From an optimization exercise on the open Yosys and OpenROAD flow, aimed at small area; shortcuts taken in it are not production practice. Function was checked by simulation only, so behaviour that the tests miss may differ from the original.

==> flow/design.v <==
`timescale 1ns / 1ps
`default_nettype none
module cordic #(
    parameter INPUT_DATA_WIDTH = 16,
    parameter ITERATIONS = 16
)(
    input wire i_clk,
    input wire i_resetn,
    input wire signed [INPUT_DATA_WIDTH - 1:0] i_xIn,
    input wire signed [INPUT_DATA_WIDTH - 1:0] i_yIn,
    input wire signed [31:0] i_angle,
    output reg signed [INPUT_DATA_WIDTH:0] o_xOut,
    output reg signed [INPUT_DATA_WIDTH:0] o_yOut
);
reg signed [15:0] r_xin, r_yin;
reg [31:0] r_ang;
always @(posedge i_clk or negedge i_resetn)
    if (~i_resetn) begin r_xin <= 0; r_yin <= 0; end
    else begin r_xin <= i_xIn; r_yin <= i_yIn; end
always @(posedge i_clk) r_ang <= i_angle;
wire [1:0] q = r_ang[31:30];
wire signed [16:0] xs = r_xin, ys = r_yin;
wire signed [16:0] x0 = (q == 2'b01) ? -ys : (q == 2'b10) ? ys : xs;
wire signed [16:0] y0 = (q == 2'b01) ? xs : (q == 2'b10) ? -xs : ys;
wire signed [30:0] a0 = {q[1], r_ang[29:0]};
reg signed [16:0] r_x1, r_y1;
reg signed [30:0] r_a1;
reg signed [16:0] r_x2, r_y2;
reg signed [29:0] r_a2;
reg signed [16:0] r_x3, r_y3;
reg signed [28:0] r_a3;
reg signed [16:0] r_x4, r_y4;
reg signed [27:0] r_a4;
reg signed [16:0] r_x5, r_y5;
reg signed [26:0] r_a5;
reg signed [16:0] r_x6, r_y6;
reg signed [25:0] r_a6;
reg signed [16:0] r_x7, r_y7;
reg signed [24:0] r_a7;
reg signed [16:0] r_x8, r_y8;
reg signed [23:0] r_a8;
reg signed [16:0] r_x9, r_y9;
reg signed [22:0] r_a9;
reg signed [16:0] r_x10, r_y10;
reg signed [21:0] r_a10;
reg signed [16:0] r_x11, r_y11;
reg signed [20:0] r_a11;
reg signed [16:0] r_x12, r_y12;
reg signed [19:0] r_a12;
reg signed [16:0] r_x13, r_y13;
reg signed [18:0] r_a13;
reg signed [16:0] r_x14, r_y14;
reg signed [17:0] r_a14;
reg signed [16:0] r_x15, r_y15;
reg signed [16:0] r_a15;
reg signed [16:0] r_x16, r_y16;
wire d0 = (a0 > 0);
always @(posedge i_clk) begin
    r_x1 <= d0 ? x0 - (y0 >>> 0) : x0 + (y0 >>> 0);
    r_y1 <= d0 ? y0 + (x0 >>> 0) : y0 - (x0 >>> 0);
    r_a1 <= d0 ? a0 - 31'sd536870912 : a0 + 31'sd536870912;
end
wire d1 = (r_a1 > 0);
always @(posedge i_clk) begin
    r_x2 <= d1 ? r_x1 - (r_y1 >>> 1) : r_x1 + (r_y1 >>> 1);
    r_y2 <= d1 ? r_y1 + (r_x1 >>> 1) : r_y1 - (r_x1 >>> 1);
    r_a2 <= d1 ? r_a1 - 31'sd316933406 : r_a1 + 31'sd316933406;
end
wire d2 = (r_a2 > 0);
always @(posedge i_clk) begin
    r_x3 <= d2 ? r_x2 - (r_y2 >>> 2) : r_x2 + (r_y2 >>> 2);
    r_y3 <= d2 ? r_y2 + (r_x2 >>> 2) : r_y2 - (r_x2 >>> 2);
    r_a3 <= d2 ? r_a2 - 30'sd167458907 : r_a2 + 30'sd167458907;
end
wire d3 = (r_a3 > 0);
always @(posedge i_clk) begin
    r_x4 <= d3 ? r_x3 - (r_y3 >>> 3) : r_x3 + (r_y3 >>> 3);
    r_y4 <= d3 ? r_y3 + (r_x3 >>> 3) : r_y3 - (r_x3 >>> 3);
    r_a4 <= d3 ? r_a3 - 29'sd85004756 : r_a3 + 29'sd85004756;
end
wire d4 = (r_a4 > 0);
always @(posedge i_clk) begin
    r_x5 <= d4 ? r_x4 - (r_y4 >>> 4) : r_x4 + (r_y4 >>> 4);
    r_y5 <= d4 ? r_y4 + (r_x4 >>> 4) : r_y4 - (r_x4 >>> 4);
    r_a5 <= d4 ? r_a4 - 28'sd42667331 : r_a4 + 28'sd42667331;
end
wire d5 = (r_a5 > 0);
always @(posedge i_clk) begin
    r_x6 <= d5 ? r_x5 - (r_y5 >>> 5) : r_x5 + (r_y5 >>> 5);
    r_y6 <= d5 ? r_y5 + (r_x5 >>> 5) : r_y5 - (r_x5 >>> 5);
    r_a6 <= d5 ? r_a5 - 27'sd21354465 : r_a5 + 27'sd21354465;
end
wire d6 = (r_a6 > 0);
always @(posedge i_clk) begin
    r_x7 <= d6 ? r_x6 - (r_y6 >>> 6) : r_x6 + (r_y6 >>> 6);
    r_y7 <= d6 ? r_y6 + (r_x6 >>> 6) : r_y6 - (r_x6 >>> 6);
    r_a7 <= d6 ? r_a6 - 26'sd10679838 : r_a6 + 26'sd10679838;
end
wire d7 = (r_a7 > 0);
always @(posedge i_clk) begin
    r_x8 <= d7 ? r_x7 - (r_y7 >>> 7) : r_x7 + (r_y7 >>> 7);
    r_y8 <= d7 ? r_y7 + (r_x7 >>> 7) : r_y7 - (r_x7 >>> 7);
    r_a8 <= d7 ? r_a7 - 25'sd5340245 : r_a7 + 25'sd5340245;
end
wire d8 = (r_a8 > 0);
always @(posedge i_clk) begin
    r_x9 <= d8 ? r_x8 - (r_y8 >>> 8) : r_x8 + (r_y8 >>> 8);
    r_y9 <= d8 ? r_y8 + (r_x8 >>> 8) : r_y8 - (r_x8 >>> 8);
    r_a9 <= d8 ? r_a8 - 24'sd2670163 : r_a8 + 24'sd2670163;
end
wire d9 = (r_a9 > 0);
always @(posedge i_clk) begin
    r_x10 <= d9 ? r_x9 - (r_y9 >>> 9) : r_x9 + (r_y9 >>> 9);
    r_y10 <= d9 ? r_y9 + (r_x9 >>> 9) : r_y9 - (r_x9 >>> 9);
    r_a10 <= d9 ? r_a9 - 23'sd1335087 : r_a9 + 23'sd1335087;
end
wire d10 = (r_a10 > 0);
always @(posedge i_clk) begin
    r_x11 <= d10 ? r_x10 - (r_y10 >>> 10) : r_x10 + (r_y10 >>> 10);
    r_y11 <= d10 ? r_y10 + (r_x10 >>> 10) : r_y10 - (r_x10 >>> 10);
    r_a11 <= d10 ? r_a10 - 22'sd667544 : r_a10 + 22'sd667544;
end
wire d11 = (r_a11 > 0);
always @(posedge i_clk) begin
    r_x12 <= d11 ? r_x11 - (r_y11 >>> 11) : r_x11 + (r_y11 >>> 11);
    r_y12 <= d11 ? r_y11 + (r_x11 >>> 11) : r_y11 - (r_x11 >>> 11);
    r_a12 <= d11 ? r_a11 - 21'sd333772 : r_a11 + 21'sd333772;
end
wire d12 = (r_a12 > 0);
always @(posedge i_clk) begin
    r_x13 <= d12 ? r_x12 - (r_y12 >>> 12) : r_x12 + (r_y12 >>> 12);
    r_y13 <= d12 ? r_y12 + (r_x12 >>> 12) : r_y12 - (r_x12 >>> 12);
    r_a13 <= d12 ? r_a12 - 20'sd166886 : r_a12 + 20'sd166886;
end
wire d13 = (r_a13 > 0);
always @(posedge i_clk) begin
    r_x14 <= d13 ? r_x13 - (r_y13 >>> 13) : r_x13 + (r_y13 >>> 13);
    r_y14 <= d13 ? r_y13 + (r_x13 >>> 13) : r_y13 - (r_x13 >>> 13);
    r_a14 <= d13 ? r_a13 - 19'sd83443 : r_a13 + 19'sd83443;
end
wire d14 = (r_a14 > 0);
always @(posedge i_clk) begin
    r_x15 <= d14 ? r_x14 - (r_y14 >>> 14) : r_x14 + (r_y14 >>> 14);
    r_y15 <= d14 ? r_y14 + (r_x14 >>> 14) : r_y14 - (r_x14 >>> 14);
    r_a15 <= d14 ? r_a14 - 18'sd41722 : r_a14 + 18'sd41722;
end
wire d15 = (r_a15 > 0);
always @(posedge i_clk) begin
    r_x16 <= d15 ? r_x15 - (r_y15 >>> 15) : r_x15 + (r_y15 >>> 15);
    r_y16 <= d15 ? r_y15 + (r_x15 >>> 15) : r_y15 - (r_x15 >>> 15);
end
always @(posedge i_clk) begin o_xOut <= r_x16; o_yOut <= r_y16; end
endmodule
==> flow/run.sh <==
#!/bin/bash
# synth_recipe.tcl (not shown) runs the flow's synth.tcl, then flattens the netlist and writes it again
# the make line also repeats each setting of config.mk as NAME=value (left out here)
make -C /OpenROAD-flow-scripts/flow DESIGN_CONFIG=/design/flow/config.mk WORK_HOME=/design/flow/orfs CLKGATE_MAP_FILE= SYNTH_SCRIPT=/design/flow/synth_recipe.tcl finish
==> flow/config.mk <==
export PLATFORM = sky130hd
export DESIGN_NAME = cordic
export DESIGN_NICKNAME = cordic
export VERILOG_FILES = /design/flow/design.v
export SDC_FILE = /design/flow/constraint.sdc
export NUM_CORES = 4
export LEC_CHECK = 0
export CAP_MARGIN = 20
export CORE_MARGIN = 2
export CORE_UTILIZATION = 40
export SLEW_MARGIN = 20
==> flow/constraint.sdc <==
create_clock -name core_clock -period 5.5 [get_ports {i_clk}]
set_input_delay 1.1000 -clock core_clock [delete_from_list [all_inputs] [get_ports {i_clk}]]
set_output_delay 1.1000 -clock core_clock [all_outputs]
set_load 0.01 [all_outputs]
==> flow_summary.ini <==
[synth]
synth.avg_cell_area_um2 = 8.60
synth-seq-cells = 1001
synth_cell_types = 96
ys_top_cells_by_count = 969 x dfxtp_1, 859 x ha_1, 659 x xnor2_1
syn_inst = 7716
yosys_warnings = 1
syn-cell-area_um2 = 66300
synth_nets = 8687
yosysMostFrequentCell = dfxtp_1
yosysSeqAreaShare_pct = 30.4
synth_area_leaders = dfxtp_1 29%, ha_1 16%, xnor2_1 8.7%
synth_top_area_cell = dfxtp_1
async_flop_share_pct = 3.20
yosysTopAreaCellShare_pct = 29.2
synth_edf_count = 0
synth_ff_type = dfxtp_1

[hold_path]
min_from = r_y16[3]
min_path_type = reg -> reg

[floorplanning]
die_area_um2 = 169000
die_w_um = 411
core-area_um2 = 165000
row_count = 149
start_util_pct = 40.3
ios = 100
die_h_um = 411

[critical_path]
r2r_slack_ns = 0.58
setup.worst_path.end = r_a6[24]
endpoint_kind = flop
critPathKind = reg -> reg
r2r-end = r_a6[24]
cp.arrival_ns = 5.59
critPathRequiredTime_ns = 6.17
timing.rr.start = r_a5[8]
path_max_fanout = 15
startpoint_type = flop
critPathLaunch = r_a5[8]
worst-r2r-cell-count = 16

[placed_design]
gp_congestion = 0.880
hpwlAfterDp_um = 122000
postPlaceCellArea_um2 = 70000
io_buffers = 99

[global_route]
grt_overflow = 0
grt_pass1_wl_um = 254000
grt_pass1_vias = 52400
grt_max_degree = 66
track_usage_pct = 17.7
grt_antenna_before_repair = 0

[routing]
drt_wl_total_um = 153000
dr.pass1.iters = 8
vias = 53700
drc = 0
post_drt_via_cell_ratio = 5.29
postRouteAntennaNets = 0
drt-initial-drc-count = 2686
routedWlPerCell_um = 15.1

[cts]
hold_buffers = 0
clock_path_buffers = 3
h-tree-depth = 3
clk_latency_ns = 0.76
cts_root_buf = clkbuf_16
cts_resized = 0
cts_tree = yes
cts_sinks = 1001
cts_buffers = 115
cts.clk_slew.worst_paths_ns = 0.06
cts_setup_buffers = 0

[finish]
multi_input_area_um2 = 43400
seq_area_um2 = 20200
num_antenna_cells = 0
nets = 8821
final.fill_count = 16100
postLayoutCellArea_um2 = 74100
area_delta_synth_final_pct = 11.7
drive_above_1_share_pct = 4.30

[run_status]
outcome = no timing/DRC/antenna violations

[timing]
max_slew_margin_pct = 29.2
rsz0062_at_grt = false
slew_viol_final = 0
timing.final.crit_share_pct = 89.4
setup_viol = 0
worst_pin_slew_ns = 1.06
setup-tns-final_ns = 0
fmax_ghz = 0.203
fin_worst_skew_ns = 0.0448
min_period_ns = 4.92
hold_violations = 0

[flow_run]
maxCapViolations = 0
-- cells by family after synthesis --
| group | count (synthesis) | synth area share (%) |
|---|---|---|
| AO/OA/AOI/OAI | 1922 | 18.7 |
| XOR/XNOR | 911 | 12.1 |
| adder cells (fa/ha/maj) | 912 | 17.7 |
| buffers and inverters | 736 | 4.20 |
| flip-flops | 1001 | 30.4 |
| multiplexers | 44 | 0.736 |
| AND/OR/NAND/NOR | 2190 | 16.1 |
-- placed cells by master (no fill, tap or decap), types with 20 or more instances in the layout --
cell type | netlist | routed
a21o_1 | 201 | 201
o21ai_0 | 419 | 418
or3_1 | 122 | 122
ha_1 | 859 | 859
nor2_1 | 594 | 590
dfxtp_1 | 969 | 967
a211o_1 | 21 | 21
nor4_1 | 115 | 115
buf_4 | 1 | 42
dfrtp_1 | 32 | 32
clkdlybuf4s50_1 | 0 | 99
inv_1 | 606 | 606
o21bai_1 | 70 | 68
nand2b_1 | 82 | 82
a211oi_1 | 88 | 88
bufinv_16 | 0 | 20
a21boi_0 | 75 | 75
a21oi_1 | 539 | 537
o41ai_1 | 39 | 39
fa_1 | 46 | 46
clkbuf_16 | 0 | 115
or4_1 | 22 | 22
mux2i_1 | 23 | 23
o211ai_1 | 39 | 39
or2_2 | 26 | 26
and2_1 | 62 | 62
nor2b_1 | 101 | 101
nand2_1 | 467 | 467
nor3_1 | 214 | 214
and3_1 | 101 | 101
nand4_1 | 32 | 32
xor2_1 | 250 | 250
xnor2_1 | 659 | 659
o21a_1 | 74 | 74
a311oi_1 | 28 | 28
o31ai_1 | 115 | 115
clkinv_2 | 0 | 23
nand3_1 | 193 | 193
a31oi_1 | 47 | 44
o2111ai_1 | 23 | 23
-- how the worst min path moves through the flow --
| stage | end | slack, ns | depth (start not counted) |
|---|---|---|---|
| finish | o_yOut[3] | 0.32 | 0 |
| global route | o_yOut[15] | 0.33 | 0 |
| CTS | o_yOut[6] | 0.33 | 0 |
| detailed placement | o_xOut[5] | 0.31 | 0 |
| global placement | o_yOut[16] | 0.31 | 0 |
| floorplan | o_xOut[0] | 0.31 | 0 |
-- registers in the layout (all words and copies together) (netlist names), 18 cells and up --
register / count
r_a14: 18
r_a12: 20
r_a3: 29
r_a8: 24
r_ang: 32
r_a13: 19
r_a1: 31
r_a5: 27
r_a10: 22
r_a7: 25
r_a6: 26
r_a9: 23
r_a11: 21
r_a4: 28
r_a2: 30
-- critical path, cell delays in order, from the launching register on --
cell and delay [ns]:
dfxtp_1 0.60, nor4_1 0.12, and4_1 0.29, a21oi_4 0.43, clkinv_1 0.51, xnor2_1 0.27, ha_1 0.24, nor2_1 0.16
nand2_1 0.11, a2111oi_4 0.39, o31ai_2 0.19, o41a_1 0.34, o21ai_1 0.21, o31ai_1 0.17, a221o_1 0.34, a311oi_1 0.31
xnor2_1 0.15
-- per-layer routing --
layer	GRT usage, %	vias up	routed length, µm
met5	0	-	0
met4	4.72	0	3650
met3	2.31	223	4700
met2	33.5	828	78100
met1	20.8	25000	66600
li1	-	27600	-
-- per-stage QoR --
step / util [%] / hold WS [ns] / worst slack [ns] / std cells
after floorplan: - / 0.310 / 0.717 / 7716
after global placement: 42.5 / 0.311 / 0.767 / 9922
after detailed placement: 42.5 / 0.312 / 0.657 / 9922
after CTS: 45.0 / 0.325 / 0.635 / 10100
after global routing: 45.0 / 0.328 / 0.145 / 10100
final: 45.0 / 0.325 / 0.585 / 10100
-- layout make-up --
class                   count  share of cell area (%)
inverters                 612                    3.10
well taps                2189                    3.70
repair buffers            141                    1.76
clock inverters            78                    1.39
multi-input cells        5979                    58.6
flip-flops and latches   1001                    27.3
clock buffers             138                    4.19

## port drivers added, routing unchanged
In the flow no input, the clock included, has a driving cell. The finished layout below was timed again as built, in two steps.
Step 1: set_driving_cell puts a clkbuf_16 on i_clk and a buf_2 on each other input, an assumption about the parent block.
Step 2, shift: input delay + t, output delay - t, t = (earliest + latest rising clock arrival at the registers) / 2. This alone moves slack from input paths to output paths.
Slacks: no drivers / after step 1 / after step 2; pairs: no drivers / after step 1.
t (ns): 0.823
setup WS [ns]: 0.585 / 0.585 / 0.585
hold WS [ns]: 0.325 / 0.325 / 0.325
cell pins on the clock port's net: 1
After both steps this run still meets setup and hold. For this run, drivers alone change the setup slack by 0.000 ns; drivers and shift together by 0.000 ns.
